Source: an optimization exercise on an open RTL-to-GDS flow (aim: small area, a short achievable clock period and few clock cycles). Production flows keep margins and buffers that such runs may drop.
No activity file was given, so power comes from the tool's default toggle rates.

==> inputs of run X <==
==> flow/design.v (excerpt) <==
module LASER(CLK, RST, X, Y, C1X, C1Y, C2X, C2Y, DONE);
input CLK, RST;
input [3:0] X, Y;
output reg DONE;
output [3:0] C1X, C1Y, C2X, C2Y;
reg rq;
reg [3:0] xq;
reg [5:0] t;
reg [2:0] ph;
reg [15:0] m0;
reg [15:0] m2;
reg [15:0] m3;
reg [15:0] m4;
reg [15:0] m5;
reg [15:0] m6;
reg [15:0] m7;
reg [15:0] m8;
reg [15:0] m9;
reg [15:0] m10;
reg [15:0] m11;
reg [15:0] m12;
reg [15:0] m13;
reg [15:0] m14;
reg we, keep, upd, last1, clr;
reg [3:0] yo;    
reg [24:0] mk;   
wire [5:0] tn = rq ? 6'd0 : (t == 6'd59) ? 6'd0 : t + 6'd1;
wire [2:0] phn = rq ? 3'd0 : ph + 3'd1;
wire pn = (tn >= 6'd49);
wire [15:0] pdec = we ? (16'd1 << yo) : 16'd0;
always @(posedge CLK) begin
  rq <= RST;
  xq <= X;
  yo <= Y - {ph, 1'b0} - 4'd4;
  t <= tn;
  ph <= phn;
  we     <= ~RST & (tn >= 6'd1) & (tn <= 6'd40);
  keep   <= ~RST & (tn >= 6'd1) & (tn <= 6'd55);
  upd    <= ~RST & (tn >= 6'd43) & (tn <= 6'd58);
  last1  <= (tn == 6'd50);
  clr    <= RST | (tn == 6'd0);
  mk[0] <= pn ? 8'b00000000 >> phn : 8'b00111111 >> phn;
  mk[1] <= pn ? 8'b00000001 >> phn : 8'b00111111 >> phn;
  mk[2] <= pn ? 8'b00001001 >> phn : 8'b00111111 >> phn;
  mk[3] <= pn ? 8'b00010100 >> phn : 8'b00111111 >> phn;
  mk[4] <= pn ? 8'b00100010 >> phn : 8'b00111111 >> phn;
  mk[5] <= pn ? 8'b00000000 >> phn : 8'b01111111 >> phn;
  mk[6] <= pn ? 8'b00000010 >> phn : 8'b01111111 >> phn;
  mk[7] <= pn ? 8'b00000011 >> phn : 8'b01111111 >> phn;
  mk[8] <= pn ? 8'b00000100 >> phn : 8'b01111111 >> phn;
  mk[9] <= pn ? 8'b00010011 >> phn : 8'b01111111 >> phn;
  mk[10] <= pn ? 8'b00010100 >> phn : 8'b01111111 >> phn;
  mk[11] <= pn ? 8'b00101000 >> phn : 8'b01111111 >> phn;
  mk[12] <= pn ? 8'b01000000 >> phn : 8'b01111111 >> phn;
  mk[13] <= pn ? 8'b01000100 >> phn : 8'b01111111 >> phn;
  mk[14] <= pn ? 8'b01001000 >> phn : 8'b01111111 >> phn;
  mk[15] <= pn ? 8'b00000000 >> phn : 8'b11111111 >> phn;
  mk[16] <= pn ? 8'b00000101 >> phn : 8'b11111111 >> phn;
  mk[17] <= pn ? 8'b00000111 >> phn : 8'b11111111 >> phn;
  mk[18] <= pn ? 8'b00001000 >> phn : 8'b11111111 >> phn;
  mk[19] <= pn ? 8'b00100111 >> phn : 8'b11111111 >> phn;
  mk[20] <= pn ? 8'b00101000 >> phn : 8'b11111111 >> phn;
  mk[21] <= pn ? 8'b01010000 >> phn : 8'b11111111 >> phn;
  mk[22] <= pn ? 8'b10000000 >> phn : 8'b11111111 >> phn;
  mk[23] <= pn ? 8'b10001000 >> phn : 8'b11111111 >> phn;
  ...
make LEC_CHECK=0 CAP_MARGIN=20 CORE_MARGIN=2 CORE_UTILIZATION=40 SETUP_SLACK_MARGIN=3.6 SLEW_MARGIN=20 finish   # period 6.0 ns
run.sh (not shown) runs the stock make flow with config.mk's settings and CLKGATE_MAP_FILE= SYNTH_SCRIPT=/design/flow/synth_recipe.tcl, a recipe that flattens the netlist after the stock synthesis.
==> inputs of run K, as changes to run X <==
--- a/flow/design.v
+++ b/flow/design.v
@@ -200,45 +200,63 @@
   reg [4:0] e;
   begin
     e = a ~^ b;
     gt5 = (a[4] & ~b[4]) | (e[4] & a[3] & ~b[3]) | (e[4] & e[3] & a[2] & ~b[2]) |
           (e[4] & e[3] & e[2] & a[1] & ~b[1]) | (e[4] & e[3] & e[2] & e[1] & a[0] & ~b[0]);
   end
 endfunction
-wire c0_1 = gt5(sc[1], sc[0]);   
-wire c0_2 = gt5(sc[2], sc[0]);   
-wire c0_3 = gt5(sc[3], sc[0]);   
-wire c0_4 = gt5(sc[4], sc[0]);   
-wire c0_5 = gt5(sc[5], sc[0]);   
-wire c0_6 = gt5(sc[6], sc[0]);   
-wire c1_2 = gt5(sc[2], sc[1]);   
-wire c1_3 = gt5(sc[3], sc[1]);   
-wire c1_4 = gt5(sc[4], sc[1]);   
-wire c1_5 = gt5(sc[5], sc[1]);   
-wire c1_6 = gt5(sc[6], sc[1]);   
-wire c2_3 = gt5(sc[3], sc[2]);   
-wire c2_4 = gt5(sc[4], sc[2]);   
-wire c2_5 = gt5(sc[5], sc[2]);   
-wire c2_6 = gt5(sc[6], sc[2]);   
-wire c3_4 = gt5(sc[4], sc[3]);   
-wire c3_5 = gt5(sc[5], sc[3]);   
-wire c3_6 = gt5(sc[6], sc[3]);   
-wire c4_5 = gt5(sc[5], sc[4]);   
-wire c4_6 = gt5(sc[6], sc[4]);   
-wire c5_6 = gt5(sc[6], sc[5]);   
-wire win0 = (gt5(sc[0], bs) | (early & (sc[0] == bs))) & ~c0_1 & ~c0_2 & ~c0_3 & ~c0_4 & ~c0_5 & ~c0_6;
-wire win1 = (gt5(sc[1], bs) | (early & (sc[1] == bs))) & c0_1 & ~c1_2 & ~c1_3 & ~c1_4 & ~c1_5 & ~c1_6;
-wire win2 = (gt5(sc[2], bs) | (early & (sc[2] == bs))) & c0_2 & c1_2 & ~c2_3 & ~c2_4 & ~c2_5 & ~c2_6;
-wire win3 = (gt5(sc[3], bs) | (early & (sc[3] == bs))) & c0_3 & c1_3 & c2_3 & ~c3_4 & ~c3_5 & ~c3_6;
-wire win4 = (gt5(sc[4], bs) | (early & (sc[4] == bs))) & c0_4 & c1_4 & c2_4 & c3_4 & ~c4_5 & ~c4_6;
-wire win5 = (gt5(sc[5], bs) | (early & (sc[5] == bs))) & c0_5 & c1_5 & c2_5 & c3_5 & c4_5 & ~c5_6;
-wire win6 = (gt5(sc[6], bs) | (early & (sc[6] == bs))) & c0_6 & c1_6 & c2_6 & c3_6 & c4_6 & c5_6;
-wire [4:0] ws = ({5{win0}} & sc[0]) | ({5{win1}} & sc[1]) | ({5{win2}} & sc[2]) | ({5{win3}} & sc[3]) | ({5{win4}} & sc[4]) | ({5{win5}} & sc[5]) | ({5{win6}} & sc[6]);
-wire rwin = win0 | win1 | win2 | win3 | win4 | win5 | win6;
-wire [2:0] wx = {win3 | win4 | win5 | win6, win1 | win2 | win5 | win6, win0 | win2 | win4 | win6};
+wire mx4 = sc[0][4] | sc[1][4] | sc[2][4] | sc[3][4] | sc[4][4] | sc[5][4] | sc[6][4] | bs[4];
+wire al4_0 = (sc[0][4] | ~mx4);
+wire al4_1 = (sc[1][4] | ~mx4);
+wire al4_2 = (sc[2][4] | ~mx4);
+wire al4_3 = (sc[3][4] | ~mx4);
+wire al4_4 = (sc[4][4] | ~mx4);
+wire al4_5 = (sc[5][4] | ~mx4);
+wire al4_6 = (sc[6][4] | ~mx4);
+wire al4_7 = (bs[4] | ~mx4);
+wire mx3 = (al4_0 & sc[0][3]) | (al4_1 & sc[1][3]) | (al4_2 & sc[2][3]) | (al4_3 & sc[3][3]) | (al4_4 & sc[4][3]) | (al4_5 & sc[5][3]) | (al4_6 & sc[6][3]) | (al4_7 & bs[3]);
+wire al3_0 = al4_0 & (sc[0][3] | ~mx3);
+wire al3_1 = al4_1 & (sc[1][3] | ~mx3);
+wire al3_2 = al4_2 & (sc[2][3] | ~mx3);
+wire al3_3 = al4_3 & (sc[3][3] | ~mx3);
+wire al3_4 = al4_4 & (sc[4][3] | ~mx3);
+wire al3_5 = al4_5 & (sc[5][3] | ~mx3);
+wire al3_6 = al4_6 & (sc[6][3] | ~mx3);
+wire al3_7 = al4_7 & (bs[3] | ~mx3);
+wire mx2 = (al3_0 & sc[0][2]) | (al3_1 & sc[1][2]) | (al3_2 & sc[2][2]) | (al3_3 & sc[3][2]) | (al3_4 & sc[4][2]) | (al3_5 & sc[5][2]) | (al3_6 & sc[6][2]) | (al3_7 & bs[2]);
+wire al2_0 = al3_0 & (sc[0][2] | ~mx2);
+wire al2_1 = al3_1 & (sc[1][2] | ~mx2);
+wire al2_2 = al3_2 & (sc[2][2] | ~mx2);
+wire al2_3 = al3_3 & (sc[3][2] | ~mx2);
+wire al2_4 = al3_4 & (sc[4][2] | ~mx2);
+wire al2_5 = al3_5 & (sc[5][2] | ~mx2);
+wire al2_6 = al3_6 & (sc[6][2] | ~mx2);
+wire al2_7 = al3_7 & (bs[2] | ~mx2);
+wire mx1 = (al2_0 & sc[0][1]) | (al2_1 & sc[1][1]) | (al2_2 & sc[2][1]) | (al2_3 & sc[3][1]) | (al2_4 & sc[4][1]) | (al2_5 & sc[5][1]) | (al2_6 & sc[6][1]) | (al2_7 & bs[1]);
+wire al1_0 = al2_0 & (sc[0][1] | ~mx1);
+wire al1_1 = al2_1 & (sc[1][1] | ~mx1);
+wire al1_2 = al2_2 & (sc[2][1] | ~mx1);
+wire al1_3 = al2_3 & (sc[3][1] | ~mx1);
+wire al1_4 = al2_4 & (sc[4][1] | ~mx1);
+wire al1_5 = al2_5 & (sc[5][1] | ~mx1);
+wire al1_6 = al2_6 & (sc[6][1] | ~mx1);
+wire al1_7 = al2_7 & (bs[1] | ~mx1);
+wire mx0 = (al1_0 & sc[0][0]) | (al1_1 & sc[1][0]) | (al1_2 & sc[2][0]) | (al1_3 & sc[3][0]) | (al1_4 & sc[4][0]) | (al1_5 & sc[5][0]) | (al1_6 & sc[6][0]) | (al1_7 & bs[0]);
+wire al0_0 = al1_0 & (sc[0][0] | ~mx0);
+wire al0_1 = al1_1 & (sc[1][0] | ~mx0);
+wire al0_2 = al1_2 & (sc[2][0] | ~mx0);
+wire al0_3 = al1_3 & (sc[3][0] | ~mx0);
+wire al0_4 = al1_4 & (sc[4][0] | ~mx0);
+wire al0_5 = al1_5 & (sc[5][0] | ~mx0);
+wire al0_6 = al1_6 & (sc[6][0] | ~mx0);
+wire al0_7 = al1_7 & (bs[0] | ~mx0);
+wire [4:0] ws = {mx4, mx3, mx2, mx1, mx0};
+wire rwin = (al0_0 | al0_1 | al0_2 | al0_3 | al0_4 | al0_5 | al0_6) & (~al0_7 | early);
+wire [2:0] wx = al0_0 ? 3'd1 : al0_1 ? 3'd2 : al0_2 ? 3'd3 : al0_3 ? 3'd4 :
+                al0_4 ? 3'd5 : al0_5 ? 3'd6 : 3'd7;
 always @(posedge CLK) begin
   if (clr) begin
     bs <= 5'd0; bx <= 3'd0; br <= 3'd0; b1x <= 3'd0; b1r <= 3'd0;
   end else if (last1) begin
     b1x <= rwin ? wx : bx; b1r <= rwin ? row2 : br;
     bs <= 5'd0; bx <= 3'd0; br <= 3'd0;
   end else if (upd & rwin) begin
Settings changed: SETUP_SLACK_MARGIN 3.6 to 3.3.
==> inputs of run Z, as changes to run X <==
Settings changed: CORE_UTILIZATION 40 to 60, SETUP_SLACK_MARGIN 3.6 to 3.3.
==> qor summary <==
Met3 track demand over resource: run Z 0.0342; run K 0.0244; run X 0.0322
Final critical-path share of the clock period: run Z 0.505; run K 0.707; run X 0.497
Sequential Area: run Z 0.00767 sq mm; run K 0.00762 sq mm; run X 0.00770 sq mm
Core box area: run Z 0.0276 sq mm; run K 0.0378 sq mm; run X 0.0410 sq mm
Met2 track demand over resource in global routing: run Z 0.505; run K 0.298; run X 0.326
Largest driver fanout on the critical path: run Z 5; run K 7; run X 5
Outcome: run Z no timing/DRC/antenna violations; run K no timing/DRC/antenna violations; run X no timing/DRC/antenna violations
VDD IR-drop max: run Z 0.268 mV; run K 0.211 mV; run X 0.260 mV
Clock buffers created by TritonCTS: run Z 39; run K 40; run X 39
Starting utilization of the core area: run Z 0.606; run K 0.408; run X 0.407
Area occupied by multi-input gates: run Z 0.00855 sq mm; run K 0.00762 sq mm; run X 0.00853 sq mm
Tap cells: run Z 378; run K 511; run X 532
Hold Path End: run Z row2[0]$_DFF_P_; run K row2[0]$_DFF_P_; run X row2[2]$_DFF_P_
Worst-skew pair later-pin latency: run Z 530 ps; run K 560 ps; run X 540 ps
Post-Synth Adder-Cell Area: run Z 0.151; run K 0.138; run X 0.151
Synthesized-area fraction occupied by ao, oa, aoi and oai cells: run Z 0.194; run K 0.195; run X 0.194
First-pass GRT wire length: run Z 66,000 microns; run K 57,100 microns; run X 66,700 microns
Final worst slack: run Z 2970 ps; run K 1760 ps; run X 3020 ps
DRT iter0 DRCs: run Z 896; run K 469; run X 748
Post-Route M1 WL: run Z 17,900 microns; run K 16,600 microns; run X 19,300 microns
Final core area utilization: run Z 0.695; run K 0.484; run X 0.474
Synth Area in Simple Gates: run Z 0.118; run K 0.107; run X 0.118
Worst path required time: run Z 6380 ps; run K 6470 ps; run X 6430 ps
Nonclk inv count: run Z 146; run K 111; run X 146
No functional check of the RTL was part of any run of this note.

## separate check: timing with driven ports
Ports are ideal in the flow. The routed layouts listed here were re-timed in OpenROAD.
Step 1 assumes that a clkbuf_16 drives the clock port and a buf_2 every other input.
Step 2 moves the port delays by t, midway between the first and last clock arrival at a register: inputs arrive t later, outputs are due t later. That takes back most of the time a late clock gives input paths.
a / b / c = no drivers / after step 1 / after step 2; a / b = the first two.
run	shift t [ns]	slack for setup (ns)	worst setup path after step 2	worst data-port slew with drivers (ns)	pins driven straight from the clock port
run X	0.591	3.017 / 3.017 / 3.017	register to register	0.03	1
run K	0.587	1.755 / 1.755 / 1.755	register to register	0.03	1
run Z	0.569	2.971 / 2.971 / 2.971	register to register	0.03	1
After both steps every run listed still meets setup and hold.
